Background: an optimization exercise with open tools, aiming at small area. Do not read the settings as production practice.
The RTL was checked by simulation tests, not by an equivalence proof against the original design.

==> flow/design.v, too long to show whole: its modules and the start of the top module <==
// module accumlator: 36 lines
// module sin_rom: 1226 lines
// module sin_dds: 41 lines
// module triangle_dds: 55 lines
// module square_dds: 36 lines
// module mult_pipe: 27 lines
// module mult_core: 1090 lines
// module dds: 56 lines
module dds (
    input                clock,
    input                rstn,
    input                en,
    input         [ 1:0] wave_type,
    input  signed [15:0] amp_word,
    input         [31:0] pha_word,
    input         [31:0] sin_fre_word,
    input         [31:0] tri_incre_word,
    input         [31:0] tri_decre_word,
    input         [31:0] sqr_cnt_word,
    input         [31:0] sqr_cmp_word,
    output signed [13:0] wave_out
);
  // ...
==> flow/run.sh <==
#!/bin/bash
# synth_recipe.tcl (not shown) runs the flow's synth.tcl, then flattens the netlist and writes it again
# the make line also repeats each setting of config.mk as NAME=value (left out here)
make -C /OpenROAD-flow-scripts/flow DESIGN_CONFIG=/design/flow/config.mk WORK_HOME=/design/flow/orfs CLKGATE_MAP_FILE= SYNTH_SCRIPT=/design/flow/synth_recipe.tcl finish
==> flow/config.mk <==
export PLATFORM = sky130hd
export DESIGN_NAME = dds
export DESIGN_NICKNAME = dds
export VERILOG_FILES = /design/flow/design.v
export SDC_FILE = /design/flow/constraint.sdc
export NUM_CORES = 4
export LEC_CHECK = 0
export CAP_MARGIN = 20
export CORE_MARGIN = 2
export CORE_UTILIZATION = 40
export SLEW_MARGIN = 20
==> flow/constraint.sdc <==
create_clock -name core_clock -period 13.0 [get_ports {clock}]
set_input_delay 2.6000 -clock core_clock [delete_from_list [all_inputs] [get_ports {clock}]]
set_output_delay 2.6000 -clock core_clock [all_outputs]
set_load 0.01 [all_outputs]
==> flow_summary.yaml, run 1 <==
global_route:
  grt_max_degree: 115
  top_usage_layer: "met2"
logic_synthesis:
  yosys_register_bits: 307
  yosysWarningCount: 5
  async_flop_share: 1.00
  synth_area_leaders: "dfrtp_1 (27%), fa_1 (13%), ha_1 (13%), and2_1 (3.9%), inv_1 (3.7%)"
  synth.mux.area_fraction: 0.0264
  synth_fp_nets: 3711
  synthCells: 3023
timing:
  max-slew-margin-rel: 0.287
  worst_hold_slack_ns: 0.332
  worst_pin_slew_ns: 1.07
  drv_slew: 0
  worst_slack_ns: 1.72
setup_path:
  startpoint: "pha_word[1]"
  cp-end-kind: "output port"
  crit_top_cell: "a21oi_1"
  r2r_cells: 24
  worstPathRequired_ns: 10.40
  rr_startpoint: "u_triangle_dds.data[13]"
layout:
  buffers: 268
  area_delta_synth_final_pct: 16.5
  final_common_cell: "dfrtp_1"
  seq_cells: 307
place:
  portBuffers: 226
  dp_slack_ns: 1.63
clock_network:
  post_cts_resized: 0
  cts.path.max_buffers: 3
routing:
  dr_wl_met2_um: 40700
min_path:
  hp-class: "reg2reg"
run_status:
  status: "no timing/DRC/antenna violations"
==> module accumlator, before the edit <==
module accumlator (
    input         clock,
    input         rstn,
    input  [31:0] D,
    output [31:0] Q
);
  reg        c0, c1, c2;
  reg [31:8] b0;
  reg [31:16] b1;
  reg [31:24] b2;
  reg [7:0]  s0;
  reg [15:0] s1;
  reg [23:0] s2;
  reg [31:0] s3;
  always @(posedge clock or negedge rstn) begin
    if (~rstn) begin
      {c0, s0} <= 0;
      {c1, s1} <= 0;
      {c2, s2} <= 0;
      s3 <= 0;
      b0 <= 0;
      b1 <= 0;
      b2 <= 0;
    end
    else begin
      {c0, s0} <= {1'b0, s0} + {1'b0, D[7:0]};
      {c1, s1} <= {{1'b0, s1[15:8]} + {1'b0, b0[15:8]} + c0, s0};
      {c2, s2} <= {{1'b0, s2[23:16]} + {1'b0, b1[23:16]} + c1, s1};
      s3 <= {s3[31:24] + b2[31:24] + c2, s2};
      b0 <= D[31:8];
      b1 <= b0[31:16];
      b2 <= b1[31:24];
    end
  end
  assign Q = s3;
endmodule
==> module sin_dds, before the edit <==
module sin_dds (
    input         clock,
    input         rstn,
    input         en,
    input  [31:0] fre_word,
    input  [31:0] pha_word,
    output [13:0] wave_sin
);
  wire [31:0] Q;
  accumlator u_accumlator (
      .clock(clock),
      .rstn (rstn),
      .D    (fre_word),
      .Q    (Q)
  );
  wire [31:0] phase_sum = Q + pha_word;
  reg  [9:0] ph0, ph1, ph2, ph3;
  reg  [13:0] sin;
  wire [15:0] douta;
  always @(posedge clock or negedge rstn) begin
    if (~rstn) begin
      ph0 <= 0;
      ph1 <= 0;
      ph2 <= 0;
      ph3 <= 0;
      sin <= 0;
    end
    else begin
      ph0 <= phase_sum[31:22];
      ph1 <= ph0;
      ph2 <= ph1;
      ph3 <= ph2;
      sin <= douta[15:2];
    end
  end
  sin_rom u_sin_rom (
      .addra(ph3),
      .douta(douta)
  );
  assign wave_sin = en ? sin : 14'b0;
endmodule
==> module triangle_dds, before the edit <==
module triangle_dds (
    input             [31:0] incre_word,
    decre_word,
    input             [31:0] pha_word,
    input                    clk,
    rstn,
    en,
    output reg signed [13:0] data
);
  reg  [31:0] cnt;
  reg         direction;
  reg         sign;
  wire [31:0] cnt_total;
  wire [31:0] minus_cnt1, minus_cnt2;
  wire [31:0] next_cnt;
  assign cnt_total  = cnt + pha_word;
  assign minus_cnt1 = 32'h8000_0000 - cnt_total;
  assign minus_cnt2 = cnt_total - 32'hFFFF_FFFF;
  assign next_cnt   = (direction == 1'b0) ? cnt_total + incre_word : cnt_total + decre_word;
  always @(posedge clk or negedge rstn) begin
    if (!rstn) begin
      cnt  <= 32'b0;
      data <= 14'sb0;
    end
    else begin
      if (en) begin
        if (direction == 1'b0) cnt <= cnt + incre_word;
        else cnt <= cnt + decre_word;
        if ({sign, direction} == 2'b00) data <= cnt_total[31:18] << 1;
        else if ({sign, direction} == 2'b01) begin
          data <= minus_cnt1[31:18] << 1;
          if (minus_cnt1[30] == 1'b1) data <= 14'h1FFF;
        end
        else if ({sign, direction} == 2'b11) data <= minus_cnt1[31:18] << 1;
        else data <= minus_cnt2[31:18] << 1;
      end
    end
  end
  always @(posedge clk or negedge rstn) begin
    if (!rstn) begin
      direction <= 1'b0;
      sign      <= 1'b0;
    end
    else begin
      if (en == 1'b1) begin
        if (next_cnt[31] == 1'b1)   
          sign <= 1'b1;
        else if (next_cnt[31] == 1'b0)   
          sign <= 1'b0;
        if (next_cnt[31:30] == 2'b01 | next_cnt[31:30] == 2'b10) direction <= 1'b1;
        else if (next_cnt[31:30] == 2'b11 | next_cnt[31:30] == 2'b00) direction <= 1'b0;
      end
    end
  end
endmodule
==> module square_dds, before the edit <==
module square_dds (
    input             [31:0] cnt_word,
    input             [31:0] cmp_word,
    input             [31:0] pha_word,
    input  signed     [13:0] amp_word,
    input                    clk,
    input                    rstn,
    input                    en,
    output reg signed [13:0] data
);
  reg  [31:0] cnt;
  wire [31:0] cnt_total;
  assign cnt_total = cnt + pha_word;
  always @(posedge clk, negedge rstn) begin
    if (!rstn) begin
      cnt <= 1'b0;
    end
    else begin
      if (en) begin
        if (cnt >= cnt_word) begin
          cnt <= 1'b0;
        end
        else begin
          cnt <= cnt + 1'b1;
        end
      end
      else begin
        cnt <= cnt;
      end
    end
  end
  always @(*) begin
    if (cnt_total >= cmp_word) data = amp_word;
    else data = 'b0;
  end
endmodule
==> module mult_pipe, before the edit <==
module mult_pipe (
    input             CLK,
    input             RSTN,
    input      [15:0] A,
    input      [13:0] B,
    output reg [13:0] P
);
  wire [13:0] prod_hi;
  reg  [13:0] p1, p2;
  mult_core u_core (
      .A(A),
      .B(B),
      .P(prod_hi)
  );
  always @(posedge CLK or negedge RSTN) begin
    if (~RSTN) begin
      p1 <= 0;
      p2 <= 0;
      P  <= 0;
    end
    else begin
      p1 <= prod_hi;
      p2 <= p1;
      P  <= p2;
    end
  end
endmodule
==> inputs of run 2 (changes only) <==
--- a/flow/design.v
+++ b/flow/design.v
@@ -13,26 +13,58 @@
   reg [23:0] s2;
   reg [31:0] s3;
+  wire [7:0] a0_s, a1_s, a2_s, a3_s;
+  wire       a0_co, a1_co, a2_co, a3_co;
+  rca #(8) u_a0 (.a(s0),        .b(D[7:0]),    .ci(1'b0), .s(a0_s), .co(a0_co));
+  rca #(8) u_a1 (.a(s1[15:8]),  .b(b0[15:8]),  .ci(c0),   .s(a1_s), .co(a1_co));
+  rca #(8) u_a2 (.a(s2[23:16]), .b(b1[23:16]), .ci(c1),   .s(a2_s), .co(a2_co));
+  rca #(8) u_a3 (.a(s3[31:24]), .b(b2[31:24]), .ci(c2),   .s(a3_s), .co(a3_co));
   always @(posedge clock or negedge rstn) begin
     if (~rstn) begin
-      {c0, s0} <= 0;
-      {c1, s1} <= 0;
-      {c2, s2} <= 0;
-      s3 <= 0;
-      b0 <= 0;
-      b1 <= 0;
-      b2 <= 0;
+      {c0, s0}   <= 0;
+      s1[15:8]   <= 0;
+      s2[23:16]  <= 0;
+      s2[7:0]    <= 0;
+      s3[31:24]  <= 0;
+      b0         <= 0;
     end
     else begin
-      {c0, s0} <= {1'b0, s0} + {1'b0, D[7:0]};
-      {c1, s1} <= {{1'b0, s1[15:8]} + {1'b0, b0[15:8]} + c0, s0};
-      {c2, s2} <= {{1'b0, s2[23:16]} + {1'b0, b1[23:16]} + c1, s1};
-      s3 <= {s3[31:24] + b2[31:24] + c2, s2};
-      b0 <= D[31:8];
-      b1 <= b0[31:16];
-      b2 <= b1[31:24];
+      {c0, s0}   <= {a0_co, a0_s};
+      s1[15:8]   <= a1_s;
+      s2[23:16]  <= a2_s;
+      s2[7:0]    <= s1[7:0];
+      s3[31:24]  <= a3_s;
+      b0         <= D[31:8];
     end
   end
+  always @(posedge clock) begin
+    s1[7:0]    <= s0;
+    c1         <= a1_co;
+    s2[15:8]   <= s1[15:8];
+    c2         <= a2_co;
+    s3[23:0]   <= s2;
+    b1         <= b0[31:16];
+    b2         <= b1[31:24];
+  end
   assign Q = s3;
 endmodule
+module rca #(
+    parameter N = 8
+) (
+    input  [N-1:0] a,
+    input  [N-1:0] b,
+    input          ci,
+    output [N-1:0] s,
+    output         co
+);
+  wire [N:0] c;
+  assign c[0] = ci;
+  genvar i;
+  generate
+    for (i = 0; i < N; i = i + 1) begin : g_bit
+      assign {c[i+1], s[i]} = {1'b0, a[i]} + {1'b0, b[i]} + {1'b0, c[i]};
+    end
+  endgenerate
+  assign co = c[N];
+endmodule
 module sin_rom(addra, douta);
   input [9:0] addra;
@@ -1276,5 +1308,8 @@
       .Q    (Q)
   );
-  wire [31:0] phase_sum = Q + pha_word;
+  wire        c22 = carry_out22(Q[21:0], pha_word[21:0]);
+  wire [9:0]  phase_top;
+  wire        unused_co;
+  rca #(10) u_top (.a(Q[31:22]), .b(pha_word[31:22]), .ci(c22), .s(phase_top), .co(unused_co));
   reg  [9:0] ph0, ph1, ph2, ph3;
   reg  [13:0] sin;
@@ -1283,17 +1318,16 @@
     if (~rstn) begin
       ph0 <= 0;
-      ph1 <= 0;
-      ph2 <= 0;
       ph3 <= 0;
-      sin <= 0;
     end
     else begin
-      ph0 <= phase_sum[31:22];
-      ph1 <= ph0;
-      ph2 <= ph1;
+      ph0 <= phase_top;
       ph3 <= ph2;
-      sin <= douta[15:2];
     end
   end
+  always @(posedge clock) begin
+    ph1 <= ph0;
+    ph2 <= ph1;
+    sin <= douta[15:2];
+  end
   sin_rom u_sin_rom (
       .addra(ph3),
@@ -1301,4 +1335,13 @@
   );
   assign wave_sin = en ? sin : 14'b0;
+  function carry_out22(input [21:0] a, input [21:0] b);
+    integer i;
+    reg c;
+    begin
+      c = 1'b0;
+      for (i = 0; i < 22; i = i + 1) c = (a[i] & b[i]) | (c & (a[i] | b[i]));
+      carry_out22 = c;
+    end
+  endfunction
 endmodule
 module triangle_dds (
@@ -1311,49 +1354,70 @@
     output reg signed [13:0] data
 );
-  reg  [31:0] cnt;
-  reg         direction;
-  reg         sign;
-  wire [31:0] cnt_total;
-  wire [31:0] minus_cnt1, minus_cnt2;
-  wire [31:0] next_cnt;
-  assign cnt_total  = cnt + pha_word;
-  assign minus_cnt1 = 32'h8000_0000 - cnt_total;
-  assign minus_cnt2 = cnt_total - 32'hFFFF_FFFF;
-  assign next_cnt   = (direction == 1'b0) ? cnt_total + incre_word : cnt_total + decre_word;
-  always @(posedge clk or negedge rstn) begin
-    if (!rstn) begin
-      cnt  <= 32'b0;
-      data <= 14'sb0;
-    end
-    else begin
-      if (en) begin
-        if (direction == 1'b0) cnt <= cnt + incre_word;
-        else cnt <= cnt + decre_word;
-        if ({sign, direction} == 2'b00) data <= cnt_total[31:18] << 1;
-        else if ({sign, direction} == 2'b01) begin
-          data <= minus_cnt1[31:18] << 1;
-          if (minus_cnt1[30] == 1'b1) data <= 14'h1FFF;
-        end
-        else if ({sign, direction} == 2'b11) data <= minus_cnt1[31:18] << 1;
-        else data <= minus_cnt2[31:18] << 1;
-      end
-    end
+  reg [31:0] cnt;
+  reg        direction;
+  reg        sign;
+  wire [31:0] x = direction ? decre_word : incre_word;
+  wire [15:0] ylo, yhi0;
+  wire        c16, unused_c32;
+  rca #(16) u_ylo (.a(cnt[15:0]),  .b(x[15:0]),  .ci(1'b0), .s(ylo),  .co(c16));
+  rca #(16) u_yhi (.a(cnt[31:16]), .b(x[31:16]), .ci(1'b0), .s(yhi0), .co(unused_c32));
+  wire [15:0] yhi = yhi0 + {15'b0, c16};
+  wire [31:0] cnt_next = {yhi, ylo};
+  wire [31:0] cs_s = cnt ^ pha_word ^ x;
+  wire [31:0] cs_c = (cnt & pha_word) | (cnt & x) | (pha_word & x);
+  wire        k30 = carry_out30(cs_s[29:0], {cs_c[28:0], 1'b0});
+  wire        n30 = cs_s[30] ^ cs_c[29] ^ k30;
+  wire        k31 = (cs_s[30] & cs_c[29]) | (cs_s[30] & k30) | (cs_c[29] & k30);
+  wire        n31 = cs_s[31] ^ cs_c[30] ^ k31;
+  wire        k18 = carry_out18(cnt[17:0], pha_word[17:0]);
+  wire [12:0] t;
+  wire        unused_t;
+  rca #(13) u_t (.a(cnt[30:18]), .b(pha_word[30:18]), .ci(k18), .s(t), .co(unused_t));
+  wire [17:0] lp = cnt[17:0] ^ pha_word[17:0];
+  wire        low_ones = &lp;                                           
+  wire        low_zero = (lp == {cnt[16:0] | pha_word[16:0], 1'b0});   
+  wire [12:0] m1 = ~t + {12'b0, low_zero};   
+  wire [12:0] m2 = t + {12'b0, low_ones};    
+  reg [13:0] data_next;
+  always @(*) begin
+    case ({sign, direction})
+      2'b00:   data_next = {t, 1'b0};
+      2'b01:   data_next = m1[12] ? 14'h1FFF : {m1, 1'b0};
+      2'b11:   data_next = {m1, 1'b0};
+      default: data_next = {m2, 1'b0};
+    endcase
   end
   always @(posedge clk or negedge rstn) begin
     if (!rstn) begin
+      cnt       <= 32'b0;
+      data      <= 14'sb0;
       direction <= 1'b0;
       sign      <= 1'b0;
     end
-    else begin
-      if (en == 1'b1) begin
-        if (next_cnt[31] == 1'b1)   
-          sign <= 1'b1;
-        else if (next_cnt[31] == 1'b0)   
-          sign <= 1'b0;
-        if (next_cnt[31:30] == 2'b01 | next_cnt[31:30] == 2'b10) direction <= 1'b1;
-        else if (next_cnt[31:30] == 2'b11 | next_cnt[31:30] == 2'b00) direction <= 1'b0;
-      end
+    else if (en) begin
+      cnt       <= cnt_next;
+      data      <= data_next;
+      sign      <= n31;
+      direction <= n31 ^ n30;
     end
   end
+  function carry_out30(input [29:0] a, input [29:0] b);
+    integer i;
+    reg c;
+    begin
+      c = 1'b0;
+      for (i = 0; i < 30; i = i + 1) c = (a[i] & b[i]) | (c & (a[i] | b[i]));
+      carry_out30 = c;
+    end
+  endfunction
+  function carry_out18(input [17:0] a, input [17:0] b);
+    integer i;
+    reg c;
+    begin
+      c = 1'b0;
+      for (i = 0; i < 18; i = i + 1) c = (a[i] & b[i]) | (c & (a[i] | b[i]));
+      carry_out18 = c;
+    end
+  endfunction
 endmodule
 module square_dds (
@@ -1365,31 +1429,32 @@
     input                    rstn,
     input                    en,
-    output reg signed [13:0] data
+    output     signed [13:0] data
 );
-  reg  [31:0] cnt;
-  wire [31:0] cnt_total;
-  assign cnt_total = cnt + pha_word;
+  reg [31:0] cnt;
+  wire wrap = carry_out32(cnt, ~cnt_word, 1'b1);
   always @(posedge clk, negedge rstn) begin
     if (!rstn) begin
-      cnt <= 1'b0;
+      cnt <= 32'b0;
     end
-    else begin
-      if (en) begin
-        if (cnt >= cnt_word) begin
-          cnt <= 1'b0;
-        end
-        else begin
-          cnt <= cnt + 1'b1;
-        end
-      end
-      else begin
-        cnt <= cnt;
-      end
+    else if (en) begin
+      if (wrap) cnt <= 32'b0;
+      else cnt <= cnt + 1'b1;
     end
   end
-  always @(*) begin
-    if (cnt_total >= cmp_word) data = amp_word;
-    else data = 'b0;
-  end
+  wire [31:0] cs_s = cnt ^ pha_word ^ ~cmp_word;
+  wire [31:0] cs_c = (cnt & pha_word) | (cnt & ~cmp_word) | (pha_word & ~cmp_word);
+  wire        c_sum = carry_out32(cnt, pha_word, 1'b0);
+  wire        c_row = carry_out32(cs_s, {cs_c[30:0], 1'b1}, 1'b0);
+  wire        ge = c_sum ? (cs_c[31] & c_row) : (cs_c[31] | c_row);
+  assign data = ge ? amp_word : 14'sb0;
+  function carry_out32(input [31:0] a, input [31:0] b, input ci);
+    integer i;
+    reg c;
+    begin
+      c = ci;
+      for (i = 0; i < 32; i = i + 1) c = (a[i] & b[i]) | (c & (a[i] | b[i]));
+      carry_out32 = c;
+    end
+  endfunction
 endmodule
 module mult_pipe (
@@ -1410,13 +1475,12 @@
     if (~RSTN) begin
       p1 <= 0;
-      p2 <= 0;
       P  <= 0;
     end
     else begin
       p1 <= prod_hi;
-      p2 <= p1;
       P  <= p2;
     end
   end
+  always @(posedge CLK) p2 <= p1;
 endmodule
 module mult_core (
--- a/flow/config.mk
+++ b/flow/config.mk
@@ -8,4 +8,5 @@
 export CAP_MARGIN = 20
 export CORE_MARGIN = 2
-export CORE_UTILIZATION = 40
+export CORE_UTILIZATION = 65
+export PLACE_DENSITY = 0.75
 export SLEW_MARGIN = 20
==> run 2 against run 1 <==
Highest routed layer is now met5. Maximum frequency fell by 3.2%. Non-clock buffer count shrank 7. Via count down 7.5%. Synthesized cell count down 11%. Setup slack lost 0.37 ns. Register-to-register slack got worse by 1.5 ns. Flip-flop and latch count is the same. Clock skew is 0.0035 ns lower.
==> flow_summary.yaml, run 2 <==
run_status:
  status: "no timing/DRC/antenna violations"
job:
  max_cap_viol_count: 0
logic_synthesis:
  synthCells: 2681
  synth_area_leaders: "fa_1 (25%), dfrtp_1 (19%), dfxtp_1 (8.8%), ha_1 (7.2%), inv_1 (4.4%)"
  synth-edff-count: 0
  synth_fp_nets: 3365
  synth_top_area_share: 0.248
  post_synth_num_cell_types: 77
  synth_largest_area_cell: "fa_1"
  async_flop_share: 0.629
  synth_flop_cell: "dfrtp_1"
  yosysWarningCount: 5
  synth_common_cells: "fa_1 (321), inv_1 (307), nor2_1 (216)"
  avgSynthCellArea_um2: 9.67
  yosysMostFrequentCell: "fa_1"
  synth_seq_area_share: 0.274
  yosys_register_bits: 307
  syn-cell-area_um2: 25900
global_route:
  track_usage: 0.402
  first_global_vias: 22700
  grt_pass1_wl_um: 127000
  grt_max_degree: 86
  gr-total-overflow: 0
  grt_antenna_before_repair: 2
place:
  dp_hpwl_um: 60100
  gp_congestion: 1.05
  place_area_um2: 28800
  portBuffers: 226
clock_network:
  hold_buffers: 0
  cts_tree: "built"
  htreeDepth: 2
  cts_made_buffers: 35
  cts.sinks: 307
  clk_pin_slew_ns: 0.06
  clock_latency_ns: 0.57
  post_cts_buffers: 0
  cts.path.max_buffers: 3
  post_cts_resized: 0
  clock-root-buffer: "clkbuf_16"
routing:
  totalWireLength_um: 81300
  vias: 21400
  drc_errors: 0
  drt_first_pass_iters: 8
  postRouteAntennaNets: 0
  avgRoutedWirePerCell_um: 23.8
  vias_per_cell: 6.25
  drt-initial-drc-count: 1935
floorplanning:
  die_h_um: 204
  start_util: 0.655
  num_rows: 73
  die_width_um: 204
  io_pins: 227
  coreArea_um2: 39500
  die-area_um2: 41500
setup_path:
  worstPathRequired_ns: 13.48
  crit_path_top_delay_cell: "nor2_1"
  crit_type: "in2reg"
  crit_top_cell: "fa_1"
  arrival_ns: 12.13
  crit_fanout: 12
  worst_path_dominant_cell_family: "adder cells"
  critical_path_buf_inv_count: 4
  slowest_delay_ns: 0.61
  setup.worst_path.start_class: "input pin"
  cp-end-kind: "flip-flop"
layout:
  seq_area_um2: 7110
  n_fill_cell: 2632
  multi_input_area_um2: 17300
  fin_area_um2: 30000
  layout-drive-gt1-share: 0.0504
  area_delta_synth_final_pct: 15.7
  top_regs: "u_sin_dds.u_accumlator.s3 (32), u_square_dds.cnt (32), u_triangle_dds.cnt (32)"
  layout_common_cells: "fa_1 (321), inv_1 (307), clkdlybuf4s50_1 (223)"
  layout.nets: 3555
  diodes: 0
  final_common_cell: "fa_1"
timing:
  max-slew-margin-rel: 0.313
  drv_slew: 0
  fin_crit_sh: 0.896
  setup_violations: 0
  finalWorstPathRequiredPeriod_ns: 11.65
  hold_viol: 0
  fmax_ghz: 0.0859
  skew_ns: 0.0306
  setup_tns_ns: 0
  rsz0062_at_grt: "false"
  worst_pin_slew_ns: 1.03
min_path:
  hp-class: "reg2reg"
[run 2: layer usage]
layer / up-vias / global-route usage / routed length (um)
met2: 1243 / 0.669 / 39100
li1: 9289 / - / -
met5: - / 0 / 29
met1: 10500 / 0.490 / 29600
met4: 4 / 0.241 / 5700
met3: 354 / 0.0757 / 6900
[run 2: cells by family after synthesis]
kind of cell	after synthesis	share of synthesized area
AND/OR/NAND/NOR	806	0.150
adder cells (fa/ha/maj)	498	0.331
AO/OA/AOI/OAI	483	0.122
buffers and inverters	419	0.0612
flip-flops	307	0.274
XOR/XNOR	117	0.0395
multiplexers	51	0.0212
[run 2: per-stage QoR]
stage	util	std cells	hold WS (ns)	setup slack, ns
3_5_place_dp	0.728	3359	0.312	0.777
6_report	0.758	3423	0.316	1.35
5_1_grt	0.758	3423	0.316	0.823
3_3_place_gp	0.728	3359	0.311	1.00
2_1_floorplan	-	2681	0.310	2.33
4_1_cts	0.758	3423	0.316	1.35
[run 2: worst paths after layout]
path                                           from                   endpoint  slack (ns)  cells past startpoint
setup / recovery                        pha_word[1]     u_triangle_dds.data[8]        1.35                     37
hold / removal                     u_sin_dds.ph2[7]           u_sin_dds.ph3[7]        0.32                      0
setup reg to reg           u_triangle_dds.direction     u_triangle_dds.cnt[28]        3.57                     26
hold reg to reg                    u_sin_dds.ph2[7]           u_sin_dds.ph3[7]        0.32                      0
max in group asynchronous                      rstn   u_triangle_dds.direction        9.59                      2
min in group asynchronous                      rstn  u_sin_dds.u_accumlator.c0        2.05                      1
[run 2: area by class of cell]
class                           count  share of cell area
Tap cell                          525              0.0219
Timing Repair Buffer              261              0.0841
Multi-Input combinational cell   1955               0.578
Sequential cell                   307               0.237
Clock buffer                       43              0.0323
Clock inverter                     21             0.00789
Inverter                          311              0.0389
[run 2: worst register-to-register path: cells and delay by family (launching register included)]
| family | cells | cell delay, ns |
|---|---|---|
| compound gates | 1 | 0.10 |
| xor+xnor | 1 | 0.16 |
| fa+ha+maj | 18 | 7.41 |
| buf+inv | 2 | 0.16 |
| flops | 1 | 0.58 |
| mux | 1 | 0.36 |
| simple gates | 3 | 0.50 |
==> inputs of run 3 (changes only) <==
==> flow/flow/run.sh (new file) <==
#!/bin/bash
# Own layout flow: the standard synthesis, then the combinational logic
# between the registers is mapped again for area (registers, full and half
# adders kept as they are, full adders flipped to need fewer inverters), then
# the standard layout from floorplan to finish.
set -euo pipefail
W=$(pwd)
F=$W/flow
R=$W/orfs/results/${FLOW_PLATFORM}/dds/base
LIB=$FLOW_HOME/platforms/sky130hd/lib/sky130_fd_sc_hd__tt_025C_1v80.lib
YOSYS=$(command -v yosys || echo $FLOW_HOME/../tools/install/yosys/bin/yosys)
PORTBUF=${PORTBUF:-}
[ -f $F/portbuf.txt ] && PORTBUF=$(cat $F/portbuf.txt)
if [ -n "$PORTBUF" ]; then export BUFFER_PORTS_ARGS="-buffer_cell $PORTBUF"; fi

bash standard.sh synth > $W/flow_1_synth.log 2>&1
cp $R/1_2_yosys.v $W/std_1_2_yosys.v

KEEP=$(tr '\n' ' ' < $F/keep.txt)
cat > $W/resynth_a.ys <<EOY
read_liberty -ignore_miss_func -ignore_miss_dir $LIB
blackbox $KEEP
read_verilog $W/std_1_2_yosys.v
hierarchy -top $FLOW_TOP
flatten
opt_clean -purge
opt -purge
select -module $FLOW_TOP
write_json $W/resynth_a.json
EOY
$YOSYS -s $W/resynth_a.ys > $W/flow_2_resynth_a.log 2>&1
python3 $F/polar.py $W/resynth_a.json $W/resynth_b.json > $W/flow_3_polar.log 2>&1
cat > $W/resynth_b.ys <<EOY
read_json $W/resynth_b.json
hierarchy -top $FLOW_TOP
opt -purge
abc -liberty $LIB $(cat $F/dontuse.txt) -script $F/abc_area.script
opt_clean -purge
setundef -zero
hilomap -singleton -hicell sky130_fd_sc_hd__conb_1 HI -locell sky130_fd_sc_hd__conb_1 LO
splitnets
opt_clean -purge
insbuf -buf sky130_fd_sc_hd__buf_4 A X
check
stat -liberty $LIB
write_verilog -noattr -noexpr -nohex -nodec $W/resynth.v
EOY
$YOSYS -s $W/resynth_b.ys > $W/flow_4_resynth_b.log 2>&1

# registers must be the standard synthesis's, by name and cell type
grep -oE "sky130_fd_sc_hd__df[a-z0-9_]+ [^ ]+" $W/std_1_2_yosys.v | sort > $W/regs_std.txt
grep -oE "sky130_fd_sc_hd__df[a-z0-9_]+ [^ ]+" $W/resynth.v | sort > $W/regs_new.txt
if cmp -s $W/regs_std.txt $W/regs_new.txt; then
  cp $W/resynth.v $R/1_2_yosys.v
  rm -f $R/1_synth.odb $R/1_synth.sdc
else
  echo "register mismatch; keeping the standard netlist" >> $W/flow_4_resynth_b.log
fi

bash standard.sh finish > $W/flow_5_layout.log 2>&1
==> flow/flow/abc_area.script (new file) <==
strash
dch -f
map -a
topo
==> flow/flow/dontuse.txt (new file) <==
-dont_use sky130_fd_sc_hd__probe_p_8 -dont_use sky130_fd_sc_hd__probec_p_8 -dont_use sky130_fd_sc_hd__lpflow_bleeder_1 -dont_use sky130_fd_sc_hd__lpflow_clkbufkapwr_1 -dont_use sky130_fd_sc_hd__lpflow_clkbufkapwr_16 -dont_use sky130_fd_sc_hd__lpflow_clkbufkapwr_2 -dont_use sky130_fd_sc_hd__lpflow_clkbufkapwr_4 -dont_use sky130_fd_sc_hd__lpflow_clkbufkapwr_8 -dont_use sky130_fd_sc_hd__lpflow_clkinvkapwr_1 -dont_use sky130_fd_sc_hd__lpflow_clkinvkapwr_16 -dont_use sky130_fd_sc_hd__lpflow_clkinvkapwr_2 -dont_use sky130_fd_sc_hd__lpflow_clkinvkapwr_4 -dont_use sky130_fd_sc_hd__lpflow_clkinvkapwr_8 -dont_use sky130_fd_sc_hd__lpflow_decapkapwr_12 -dont_use sky130_fd_sc_hd__lpflow_decapkapwr_3 -dont_use sky130_fd_sc_hd__lpflow_decapkapwr_4 -dont_use sky130_fd_sc_hd__lpflow_decapkapwr_6 -dont_use sky130_fd_sc_hd__lpflow_decapkapwr_8 -dont_use sky130_fd_sc_hd__lpflow_inputiso0n_1 -dont_use sky130_fd_sc_hd__lpflow_inputiso0p_1 -dont_use sky130_fd_sc_hd__lpflow_inputiso1n_1 -dont_use sky130_fd_sc_hd__lpflow_inputiso1p_1 -dont_use sky130_fd_sc_hd__lpflow_inputisolatch_1 -dont_use sky130_fd_sc_hd__lpflow_isobufsrc_1 -dont_use sky130_fd_sc_hd__lpflow_isobufsrc_16 -dont_use sky130_fd_sc_hd__lpflow_isobufsrc_2 -dont_use sky130_fd_sc_hd__lpflow_isobufsrc_4 -dont_use sky130_fd_sc_hd__lpflow_isobufsrc_8 -dont_use sky130_fd_sc_hd__lpflow_isobufsrckapwr_16 -dont_use sky130_fd_sc_hd__lpflow_lsbuf_lh_hl_isowell_tap_1 -dont_use sky130_fd_sc_hd__lpflow_lsbuf_lh_hl_isowell_tap_2 -dont_use sky130_fd_sc_hd__lpflow_lsbuf_lh_hl_isowell_tap_4 -dont_use sky130_fd_sc_hd__lpflow_lsbuf_lh_isowell_4 -dont_use sky130_fd_sc_hd__lpflow_lsbuf_lh_isowell_tap_1 -dont_use sky130_fd_sc_hd__lpflow_lsbuf_lh_isowell_tap_2 -dont_use sky130_fd_sc_hd__lpflow_lsbuf_lh_isowell_tap_4 
==> flow/flow/keep.txt (new file) <==
sky130_fd_sc_hd__conb_1
sky130_fd_sc_hd__decap_12
sky130_fd_sc_hd__decap_3
sky130_fd_sc_hd__decap_4
sky130_fd_sc_hd__decap_6
sky130_fd_sc_hd__decap_8
sky130_fd_sc_hd__dfbbn_1
sky130_fd_sc_hd__dfbbn_2
sky130_fd_sc_hd__dfbbp_1
sky130_fd_sc_hd__dfrbp_1
sky130_fd_sc_hd__dfrbp_2
sky130_fd_sc_hd__dfrtn_1
sky130_fd_sc_hd__dfrtp_1
sky130_fd_sc_hd__dfrtp_2
sky130_fd_sc_hd__dfrtp_4
sky130_fd_sc_hd__dfsbp_1
sky130_fd_sc_hd__dfsbp_2
sky130_fd_sc_hd__dfstp_1
sky130_fd_sc_hd__dfstp_2
sky130_fd_sc_hd__dfstp_4
sky130_fd_sc_hd__dfxbp_1
sky130_fd_sc_hd__dfxbp_2
sky130_fd_sc_hd__dfxtp_1
sky130_fd_sc_hd__dfxtp_2
sky130_fd_sc_hd__dfxtp_4
sky130_fd_sc_hd__diode_2
sky130_fd_sc_hd__dlclkp_1
sky130_fd_sc_hd__dlclkp_2
sky130_fd_sc_hd__dlclkp_4
sky130_fd_sc_hd__dlrbn_1
sky130_fd_sc_hd__dlrbn_2
sky130_fd_sc_hd__dlrbp_1
sky130_fd_sc_hd__dlrbp_2
sky130_fd_sc_hd__dlrtn_1
sky130_fd_sc_hd__dlrtn_2
sky130_fd_sc_hd__dlrtn_4
sky130_fd_sc_hd__dlrtp_1
sky130_fd_sc_hd__dlrtp_2
sky130_fd_sc_hd__dlrtp_4
sky130_fd_sc_hd__dlxbn_1
sky130_fd_sc_hd__dlxbn_2
sky130_fd_sc_hd__dlxbp_1
sky130_fd_sc_hd__dlxtn_1
sky130_fd_sc_hd__dlxtn_2
sky130_fd_sc_hd__dlxtn_4
sky130_fd_sc_hd__dlxtp_1
sky130_fd_sc_hd__edfxbp_1
sky130_fd_sc_hd__edfxtp_1
sky130_fd_sc_hd__fa_1
sky130_fd_sc_hd__fa_2
sky130_fd_sc_hd__fa_4
sky130_fd_sc_hd__fah_1
sky130_fd_sc_hd__fahcin_1
sky130_fd_sc_hd__fahcon_1
sky130_fd_sc_hd__ha_1
sky130_fd_sc_hd__ha_2
sky130_fd_sc_hd__ha_4
sky130_fd_sc_hd__lpflow_bleeder_1
sky130_fd_sc_hd__lpflow_decapkapwr_12
sky130_fd_sc_hd__lpflow_decapkapwr_3
sky130_fd_sc_hd__lpflow_decapkapwr_4
sky130_fd_sc_hd__lpflow_decapkapwr_6
sky130_fd_sc_hd__lpflow_decapkapwr_8
sky130_fd_sc_hd__lpflow_inputisolatch_1
sky130_fd_sc_hd__sdfbbn_1
sky130_fd_sc_hd__sdfbbn_2
sky130_fd_sc_hd__sdfbbp_1
sky130_fd_sc_hd__sdfrbp_1
sky130_fd_sc_hd__sdfrbp_2
sky130_fd_sc_hd__sdfrtn_1
sky130_fd_sc_hd__sdfrtp_1
sky130_fd_sc_hd__sdfrtp_2
sky130_fd_sc_hd__sdfrtp_4
sky130_fd_sc_hd__sdfsbp_1
sky130_fd_sc_hd__sdfsbp_2
sky130_fd_sc_hd__sdfstp_1
sky130_fd_sc_hd__sdfstp_2
sky130_fd_sc_hd__sdfstp_4
sky130_fd_sc_hd__sdfxbp_1
sky130_fd_sc_hd__sdfxbp_2
sky130_fd_sc_hd__sdfxtp_1
sky130_fd_sc_hd__sdfxtp_2
sky130_fd_sc_hd__sdfxtp_4
sky130_fd_sc_hd__sdlclkp_1
sky130_fd_sc_hd__sdlclkp_2
sky130_fd_sc_hd__sdlclkp_4
sky130_fd_sc_hd__sedfxbp_1
sky130_fd_sc_hd__sedfxbp_2
sky130_fd_sc_hd__sedfxtp_1
sky130_fd_sc_hd__sedfxtp_2
sky130_fd_sc_hd__sedfxtp_4
==> flow/flow/polar.py (new file) <==
#!/usr/bin/env python3
"""Flip full adders (fa cells are self-dual: complementing all three inputs
complements both outputs) to minimise inverters between black-box cells.
Reads/writes a yosys JSON netlist of generic gates plus black-box cells."""
import json, sys, collections
FA = ('sky130_fd_sc_hd__fa_1', 'sky130_fd_sc_hd__fa_2', 'sky130_fd_sc_hd__fa_4')
FA_IN, FA_OUT = ('A', 'B', 'CIN'), ('COUT', 'SUM')
d = json.load(open(sys.argv[1]))
top = [m for m in d['modules'] if d['modules'][m].get('attributes', {}).get('top')]
mname = top[0] if top else 'dds'
m = d['modules'][mname]
cells = m['cells']
# drivers
drv = {}
for cn, c in cells.items():
    for p, bits in c['connections'].items():
        if c.get('port_directions', {}).get(p) == 'output':
            for i, b in enumerate(bits):
                if isinstance(b, int): drv[b] = (cn, p)
for pn, p in m['ports'].items():
    if p['direction'] == 'input':
        for b in p['bits']:
            if isinstance(b, int): drv[b] = ('$PORT', pn)
loads = collections.defaultdict(list)
for cn, c in cells.items():
    for p, bits in c['connections'].items():
        if c.get('port_directions', {}).get(p) == 'input':
            for b in bits:
                if isinstance(b, int): loads[b].append((cn, p))
outbits = set()
for pn, p in m['ports'].items():
    if p['direction'] == 'output':
        for b in p['bits']:
            if isinstance(b, int): outbits.add(b)

def base(b):
    par = 0
    seen = 0
    while b in drv and cells.get(drv[b][0], {}).get('type') == '$_NOT_' and seen < 50:
        b = cells[drv[b][0]]['connections']['A'][0]; par ^= 1; seen += 1
    return b, par

fas = [cn for cn, c in cells.items() if c['type'] in FA]
flip = {cn: 0 for cn in fas}
def kind(b):
    if b not in drv: return 'const'
    cn, p = drv[b]
    if cn == '$PORT': return 'fixed'
    t = cells[cn]['type']
    if t in FA: return 'fa'
    if t.startswith('$'): return 'logic'
    return 'fixed'

def native(b):
    k = kind(b)
    if k == 'fa': return flip[drv[b][0]]
    return 0

# collect fa input demands
fa_inputs = {cn: [base(cells[cn]['connections'][p][0]) if isinstance(cells[cn]['connections'][p][0], int) else (None, 0) for p in FA_IN] for cn in fas}
# fixed demands: non-fa black-box inputs (flops, ha), output ports: require true value of their (base, par) source
fixed_demand = collections.defaultdict(set)
for cn, c in cells.items():
    t = c['type']
    if t in FA or t.startswith('$'): continue
    for p, bits in c['connections'].items():
        if c.get('port_directions', {}).get(p) == 'input':
            for b in bits:
                if isinstance(b, int):
                    bb, par = base(b)
                    fixed_demand[bb].add(par)
for b in outbits:
    bb, par = base(b); fixed_demand[bb].add(par)
def cost_of_base(bb, fa_pols):
    k = kind(bb)
    if k in ('logic', 'const') or bb is None: return 0.0
    nat = native(bb)
    pols = set(p ^ nat for p in fixed_demand.get(bb, ())) | set(p ^ nat for p in fa_pols)
    c = 1.0 if 1 in pols else 0.0
    if k == 'fa' and nat == 1 and logic_load.get(bb): c += 0.3
    return c
logic_load = {}
for cn in fas:
    for p in FA_OUT:
        b = cells[cn]['connections'][p][0]
        logic_load[b] = any(cells[l]['type'].startswith('$') and cells[l]['type'] != '$_NOT_' for l, _ in loads[b])

def demands():
    dm = collections.defaultdict(list)
    for cn in fas:
        for (bb, par) in fa_inputs[cn]:
            if bb is not None: dm[bb].append(par ^ flip[cn])
    return dm
def total():
    dm = demands()
    bases = set(dm) | set(fixed_demand) | set(cells[cn]['connections'][p][0] for cn in fas for p in FA_OUT)
    return sum(cost_of_base(b, dm.get(b, [])) for b in bases)

cur = total()
pass
for it in range(20):
    improved = False
    for cn in fas:
        flip[cn] ^= 1
        t = total()
        if t < cur - 1e-9:
            cur = t; improved = True
        else:
            flip[cn] ^= 1
    pass
    if not improved: break

# rewrite: for flipped fa, invert inputs and outputs with $_NOT_ cells
nextbit = [max(b for c in cells.values() for bits in c['connections'].values() for b in bits if isinstance(b, int)) + 1]
for p in m['ports'].values():
    for b in p['bits']:
        if isinstance(b, int): nextbit[0] = max(nextbit[0], b + 1)
def nb():
    nextbit[0] += 1; return nextbit[0] - 1
k = 0
def add_not(a, y):
    global k
    k += 1
    cells[f'$polar_not${k}'] = {'hide_name': 1, 'type': '$_NOT_', 'parameters': {}, 'attributes': {},
                                'port_directions': {'A': 'input', 'Y': 'output'},
                                'connections': {'A': [a], 'Y': [y]}}
for cn in fas:
    if not flip[cn]: continue
    c = cells[cn]
    for p in FA_IN:
        a = c['connections'][p][0]
        if isinstance(a, str):
            c['connections'][p] = ['1' if a == '0' else '0']
        else:
            y = nb(); add_not(a, y); c['connections'][p] = [y]
    for p in FA_OUT:
        o = c['connections'][p][0]
        y = nb(); c['connections'][p] = [y]; add_not(y, o)
json.dump(d, open(sys.argv[2], 'w'))
==> flow/standard.sh (new file) <==
#!/bin/bash
# synth_recipe.tcl (not shown) runs the flow's synth.tcl, then flattens the netlist and writes it again
# the make line also repeats each setting of config.mk as NAME=value (left out here)
make -C /OpenROAD-flow-scripts/flow DESIGN_CONFIG=/design/flow/config.mk WORK_HOME=/design/flow/orfs CLKGATE_MAP_FILE= SYNTH_SCRIPT=/design/flow/synth_recipe.tcl "${@:-finish}"
removed: flow/run.sh
==> run 3 against run 2 <==
Still clean on timing, DRC and antenna. Flip-flop and latch count is the same. Via count grew 2.0%. Register-to-register slack lost 0.41 ns. Die area shrank 6.3%. Utilization grew 1.9 points. Highest routed layer unchanged.
==> flow_summary.yaml, run 3 <==
run_status:
  status: "no timing/DRC/antenna violations"
place:
  dpl.cell_count: 3335
  gp_congestion: 1.05
  place_area_um2: 27300
  portBuffers: 226
  dp_hpwl_um: 57900
timing:
  setup_violations: 0
  finalWorstPathRequiredPeriod_ns: 12.05
  fmax_ghz: 0.0830
  drv_slew: 0
  fin_crit_sh: 0.927
  hold_viol: 0
  setup_tns_ns: 0
  max-slew-margin-rel: 0.230
  rsz0062_at_grt: "false"
  skew_ns: 0.0129
  worst_pin_slew_ns: 1.15
min_path:
  hp-class: "reg2reg"
setup_path:
  critical_path_buf_inv_count: 4
  worstPathRequired_ns: 13.38
  crit_path_top_delay_cell: "nor2_1"
  worst_path_dominant_cell_family: "adder cells"
  arrival_ns: 12.44
  crit_fanout: 13
  slowest_delay_ns: 0.63
  crit_type: "in2reg"
  crit_top_cell: "nor2_1"
  cp-end-kind: "flip-flop"
  setup.worst_path.start_class: "input pin"
routing:
  vias: 21800
  drc_errors: 0
  avgRoutedWirePerCell_um: 22.9
  postRouteAntennaNets: 0
  totalWireLength_um: 77700
  drt-initial-drc-count: 2434
  drt_first_pass_iters: 7
  vias_per_cell: 6.41
floorplanning:
  die_width_um: 197
  die-area_um2: 38900
  start_util: 0.661
  die_h_um: 197
  num_rows: 70
  coreArea_um2: 36700
  io_pins: 227
global_route:
  grtUsageMet3: 0.106
  use_met1: 0.504
  grt_antenna_before_repair: 3
  first_global_vias: 23000
  grt_pass1_wl_um: 123000
  grt_max_degree: 73
  gr-total-overflow: 0
  use_met2: 0.674
  top_usage_layer: "met2"
  track_usage: 0.413
clock_network:
  post_cts_buffers: 0
  cts_tree: "built"
  clock_latency_ns: 0.56
  cts.sinks: 307
  clock-root-buffer: "clkbuf_16"
  clk_pin_slew_ns: 0.06
  htreeDepth: 2
  cts_made_buffers: 35
  post_cts_resized: 0
  hold_buffers: 0
  cts.path.max_buffers: 3
logic_synthesis:
  synth_fp_nets: 3296
  syn-cell-area_um2: 24200
  synthCells: 2612
  avgSynthCellArea_um2: 9.28
  yosysWarningCount: 5
layout:
  layout.nets: 3588
  layout-drive-gt1-share: 0.0433
  top_regs: "u_sin_dds.u_accumlator.s3 (32), u_square_dds.cnt (32), u_triangle_dds.cnt (32)"
  final_common_cell: "nand2_1"
  layout.cells.non_filler: 3401
  layout_common_cells: "nand2_1 (393), clkinv_1 (328), nor2_1 (328)"
  area_delta_synth_final_pct: 17.6
  fin_area_um2: 28500
job:
  max_cap_viol_count: 0
## run 3: worst reg2reg max path, delay by kind of cell (launching register included)
kind            cells  cell delay (ns)
simple gates        3             0.87
xor+xnor            1             0.16
fa+ha+maj          16             7.26
flops               1             0.36
buf+inv             3             0.81
compound gates      2             0.27
## run 3: through the flow
| step | setup slack, ns | hold WS [ns] | util |
|---|---|---|---|
| 2_1_floorplan | 2.06 | 0.310 | - |
| 3_3_place_gp | 0.822 | 0.310 | 0.745 |
| 3_5_place_dp | 0.582 | 0.312 | 0.745 |
| 4_1_cts | 1.03 | 0.326 | 0.777 |
| 5_1_grt | 0.341 | 0.326 | 0.777 |
| 6_report | 0.947 | 0.320 | 0.777 |
## run 3: worst paths after layout
path	from	endpoint	slack, ns	cells after the start
max	pha_word[1]	u_triangle_dds.data[1]	0.95	47
min	u_sin_dds.u_accumlator.s1[6]	u_sin_dds.u_accumlator.s2[6]	0.32	0
max reg2reg	u_triangle_dds.direction	u_triangle_dds.cnt[31]	3.16	25
min reg2reg	u_sin_dds.u_accumlator.s1[6]	u_sin_dds.u_accumlator.s2[6]	0.32	0
max in group asynchronous	rstn	u_mult.P[5]	9.64	2
min in group asynchronous	rstn	u_sin_dds.u_accumlator.s1[8]	2.03	1
## run 3: layer usage
| layer | part of all wire | vias up |
|---|---|---|
| met5 | 0.00035 | - |
| met4 | 0.063 | 4 |
| met3 | 0.12 | 448 |
| met2 | 0.47 | 1600 |
| met1 | 0.35 | 10400 |
| li1 | - | 9333 |
## run 3: layout make-up
cell class	instances	area, um2
Antenna cell	2	5.00
Timing Repair Buffer	255	2490
Clock buffer	48	1010
Multi-Input combinational cell	1977	15900
Fill cell	2364	8170
Inverter	328	1230
Tap cell	468	586
Sequential cell	307	7110
Clock inverter	16	169
==> inputs of run 4 (changes only) <==
--- a/flow/flow/run.sh
+++ b/flow/flow/run.sh
@@ -10,7 +10,5 @@
 LIB=$FLOW_HOME/platforms/sky130hd/lib/sky130_fd_sc_hd__tt_025C_1v80.lib
 YOSYS=$(command -v yosys || echo $FLOW_HOME/../tools/install/yosys/bin/yosys)
-PORTBUF=${PORTBUF:-}
-[ -f $F/portbuf.txt ] && PORTBUF=$(cat $F/portbuf.txt)
-if [ -n "$PORTBUF" ]; then export BUFFER_PORTS_ARGS="-buffer_cell $PORTBUF"; fi
+if [ -f $F/env.sh ]; then source $F/env.sh; fi
 
 bash standard.sh synth > $W/flow_1_synth.log 2>&1
==> flow/flow/env.sh (new file) <==
export BUFFER_PORTS_ARGS="-buffer_cell sky130_fd_sc_hd__buf_1"
export CTS_ARGS="-sink_clustering_enable -repair_clock_nets -dont_use_dummy_load -buf_list sky130_fd_sc_hd__clkbuf_4 -sink_clustering_size 8 -sink_clustering_max_diameter 40"
==> run 4 against run 3 <==
Area after synthesis unchanged. Largest cell class unchanged. Register-to-register slack better by 0.19 ns. Flip-flop and latch count unchanged.
==> flow_summary.yaml, run 4 <==
floorplanning:
  num_rows: 70
  coreArea_um2: 36700
  start_util: 0.661
  die_width_um: 197
  io_pins: 227
  die-area_um2: 38900
  die_h_um: 197
clock_network:
  cts.path.max_buffers: 3
  post_cts_buffers: 0
  cts_made_buffers: 50
  hold_buffers: 0
  clock-root-buffer: "clkbuf_4"
  htreeDepth: 2
  clk_pin_slew_ns: 0.09
  cts_tree: "built"
  cts.sinks: 307
  clock_latency_ns: 0.78
  post_cts_resized: 0
setup_path:
  startpoint: "wave_type[0]"
  crit_top_cell: "fa_1"
  crit_path_top_delay_cell: "a21oi_1"
  slowest_delay_ns: 0.96
  rr_startpoint: "u_triangle_dds.direction"
  crit_fanout: 15
  worst_path_dominant_cell_family: "adder cells"
  crit_type: "in2reg"
  worstPathRequired_ns: 13.69
  arrival_ns: 11.92
  setup.worst_path.start_class: "input pin"
  cp-end-kind: "flip-flop"
  critical_path_buf_inv_count: 5
layout:
  layout-drive-gt1-share: 0.0418
  layout.nets: 3604
  n_fill_cell: 2665
  post-route-util: 0.718
  layout.cells.non_filler: 3389
  top_regs: "u_sin_dds.u_accumlator.s3 (32), u_square_dds.cnt (32), u_triangle_dds.cnt (32)"
  layout_common_cells: "nand2_1 (393), clkinv_1 (328), nor2_1 (328)"
  area_delta_synth_final_pct: 8.60
  final_common_cell: "nand2_1"
  fin_area_um2: 26300
  seq_area_um2: 7110
  multi_input_area_um2: 15900
place:
  place_area_um2: 25900
  gp_congestion: 0.988
  dpl.cell_count: 3336
  dp_hpwl_um: 58900
  portBuffers: 226
timing:
  hold_viol: 0
  setup_violations: 0
  drv_slew: 0
  max-slew-margin-rel: 0.183
  finalWorstPathRequiredPeriod_ns: 11.23
  fmax_ghz: 0.0891
  setup_tns_ns: 0
  skew_ns: 0.135
  rsz0062_at_grt: "false"
  worst_pin_slew_ns: 1.22
  fin_crit_sh: 0.864
routing:
  met1Wirelength_um: 27900
  vias: 21400
  drt_first_pass_iters: 6
  top_layer_used: "met4"
  dr_wl_met2_um: 35100
  dr_wl_met3_um: 7480
  drt-initial-drc-count: 1934
  totalWireLength_um: 74600
  postRouteAntennaNets: 0
  drc_errors: 0
  vias_per_cell: 6.30
  avgRoutedWirePerCell_um: 22.0
logic_synthesis:
  avgSynthCellArea_um2: 9.28
  syn-cell-area_um2: 24200
  synth_fp_nets: 3296
  synthCells: 2612
  yosysWarningCount: 5
min_path:
  hp-class: "reg2reg"
  min-delay-start: "u_mult.p2[5]"
global_route:
  grt_pass1_wl_um: 118000
  gr-total-overflow: 0
  first_global_vias: 22600
  grt_max_degree: 152
  track_usage: 0.398
  grt_antenna_before_repair: 2
run_status:
  status: "no timing/DRC/antenna violations"
job:
  max_cap_viol_count: 0
[run 4: layout make-up]
type | instances | share of cell area
multi-input cells | 1977 | 0.605
flip-flops and latches | 307 | 0.270
inverters | 328 | 0.0468
repair buffers | 256 | 0.0415
well taps | 468 | 0.0222
clock buffers | 50 | 0.0143
diodes | 3 | 0.000285
[run 4: path summary, 6_finish.rpt]
check / endpoint / slack (ns) / cells past startpoint
max: u_mult.p1[13] / 1.77 / 27
min: u_mult.P[5] / 0.30 / 0
max reg2reg: u_triangle_dds.cnt[31] / 3.35 / 26
min reg2reg: u_mult.P[5] / 0.30 / 0
max in group asynchronous: u_mult.P[3] / 9.83 / 2
min in group asynchronous: u_square_dds.cnt[12] / 1.89 / 1
[run 4: metrics by stage]
step / hold slack (ns) / worst slack, ns
after floorplan: 0.310 / 2.06
after global placement: 0.310 / 1.13
after detailed placement: 0.313 / 0.989
after CTS: 0.293 / 1.83
after global routing: 0.311 / 1.03
final: 0.305 / 1.77
[run 4: routing by layer]
metal,global-route usage,vias up
li1,-,9341
met2,0.653,1315
met5,0,-
met3,0.0898,330
met4,0.204,0
met1,0.500,10400
==> inputs of run 5 (changes only) <==
==> flow/flow/env.sh (replaced) <==
export BUFFER_PORTS_ARGS="-buffer_cell sky130_fd_sc_hd__buf_1"
export CTS_ARGS="-sink_clustering_enable -repair_clock_nets -dont_use_dummy_load -buf_list sky130_fd_sc_hd__clkbuf_8 -sink_clustering_size 12 -sink_clustering_max_diameter 50"
==> run 5 against run 4 <==
Critical endpoint is now u_triangle_dds.data[10]. Clock skew down 0.065 ns. Setup slack worse by 0.19 ns. Flip-flop and latch count unchanged.
==> flow_summary.yaml, run 5 <==
layout:
  diodes: 0
  fin_area_um2: 26500
  layout.nets: 3591
  layout-drive-gt1-share: 0.0375
  final_common_cell: "nand2_1"
  n_fill_cell: 2641
  layout.cells.non_filler: 3373
  area_delta_synth_final_pct: 9.12
  top_regs: "u_sin_dds.u_accumlator.s3 (32), u_square_dds.cnt (32), u_triangle_dds.cnt (32)"
  post-route-util: 0.721
  layout_common_cells: "nand2_1 (393), clkinv_1 (328), nor2_1 (328)"
logic_synthesis:
  synthCells: 2612
  syn-cell-area_um2: 24200
  yosysWarningCount: 5
  synth_fp_nets: 3296
  avgSynthCellArea_um2: 9.28
clock_network:
  clk_pin_slew_ns: 0.08
  clock-root-buffer: "clkbuf_8"
  cts_made_buffers: 37
  clock_latency_ns: 0.60
  cts.path.max_buffers: 3
  hold_buffers: 0
  cts_tree: "built"
  post_cts_buffers: 0
  htreeDepth: 2
  post_cts_resized: 0
  cts.sinks: 307
timing:
  setup_violations: 0
  hold_viol: 0
  finalWorstPathRequiredPeriod_ns: 11.41
  drv_slew: 0
  setup_tns_ns: 0
  worst_pin_slew_ns: 1.17
  fmax_ghz: 0.0876
  worst_hold_slack_ns: 0.291
  fin_crit_sh: 0.878
  skew_ns: 0.0707
  rsz0062_at_grt: "false"
  max-slew-margin-rel: 0.220
routing:
  drt-initial-drc-count: 1981
  drc_errors: 0
  vias: 21300
  drt_first_pass_iters: 6
  totalWireLength_um: 75400
  vias_per_cell: 6.31
  postRouteAntennaNets: 0
  avgRoutedWirePerCell_um: 22.3
global_route:
  first_global_vias: 22600
  grt_max_degree: 152
  track_usage: 0.401
  grt_pass1_wl_um: 119000
  gr-total-overflow: 0
  grt_antenna_before_repair: 0
setup_path:
  crit_type: "in2reg"
  worstPathRequired_ns: 13.43
  crit_fanout: 13
  crit_top_cell: "nor2_1"
  arrival_ns: 11.84
  setup.worst_path.start_class: "input pin"
  crit_path_top_delay_cell: "nor2_1"
  slowest_delay_ns: 0.58
  cp-end-kind: "flip-flop"
floorplanning:
  die_width_um: 197
  die-area_um2: 38900
  die_h_um: 197
  num_rows: 70
  io_pins: 227
  coreArea_um2: 36700
  start_util: 0.661
run_status:
  status: "no timing/DRC/antenna violations"
place:
  place_area_um2: 25900
  portBuffers: 226
  dp_hpwl_um: 58900
  gp_congestion: 0.988
  dpl.cell_count: 3336
min_path:
  hp-class: "reg2reg"
job:
  max_cap_viol_count: 0
run 5: cell types whose count changed in the layout (fill, tap and decap cells not counted), sizes merged:
cell    change
diode       -3
clkbuf     -13
run 5: final timing paths:
kind,cells past startpoint,endpoint,startpoint,slack (ns)
worst max-delay path,47,u_triangle_dds.data[10],pha_word[2],1.59
worst min-delay path,0,u_mult.P[5],u_mult.p2[5],0.29
worst max register to register,26,u_triangle_dds.cnt[31],u_triangle_dds.direction,3.35
worst min register to register,0,u_mult.P[5],u_mult.p2[5],0.29
max in group asynchronous,2,u_mult.P[3],rstn,9.59
min in group asynchronous,1,u_sin_dds.u_accumlator.s0[7],rstn,2.06
run 5: worst max-delay path: cells and delay by family:
| kind | cells | cell delay (ns) |
|---|---|---|
| fa+ha+maj | 13 | 4.89 |
| buf+inv | 5 | 0.79 |
| xor+xnor | 2 | 0.31 |
| compound gates | 10 | 1.30 |
| simple gates | 17 | 1.92 |
run 5: through the flow:
step | setup slack (ns)
3_3_place_gp | 1.13
4_1_cts | 1.64
2_1_floorplan | 2.06
3_5_place_dp | 0.989
5_1_grt | 0.845
6_report | 1.59
run 5: layer usage:
layer | part of all wire | track usage | routed length (um)
met5 | 0 | 0 | 0
met4 | 0.055 | 0.202 | 4130
met3 | 0.10 | 0.0905 | 7500
met2 | 0.47 | 0.661 | 35500
met1 | 0.37 | 0.503 | 28200
run 5: area by class of cell:
class / instances / area (um2) / share of cell area
inverters: 328 / 1230 / 0.0465
clock buffers: 37 / 509 / 0.0192
flip-flops and latches: 307 / 7110 / 0.269
repair buffers: 256 / 1090 / 0.0413
well taps: 468 / 586 / 0.0221
multi-input cells: 1977 / 15900 / 0.602

## port drivers added, routing unchanged
Ports are ideal in the flow. The routed layouts listed here were re-timed in OpenROAD.
Step 1: set_driving_cell puts a clkbuf_16 on clock and a buf_2 on each other input, an assumption about the parent block.
Step 2 times the ports against the registers' clock, not the clock port: input delays grow and output delays shrink by t, the midpoint of the rising clock arrivals with the driver on.
Three values: ideal, step 1, step 2; two values: the first two.
run | t, ns | slack for setup (ns) | worst register clock-pin slew, ns
run 1 | 0.609 | 1.720 / 1.674 / 1.674 | 0.07 / 0.07
run 2 | 0.607 | 1.352 / 1.378 / 0.771 | 0.07 / 0.07
run 3 | 0.606 | 0.947 / 0.980 / 0.374 | 0.06 / 0.06
run 4 | 0.768 | 1.774 / 1.763 / 0.994 | 0.10 / 0.10
run 5 | 0.616 | 1.587 / 1.618 / 1.002 | 0.09 / 0.09
After both steps setup and hold are still met in every run listed. For run 4, which loses most, drivers alone change the setup slack by -0.011 ns; drivers and shift together by -0.780 ns.
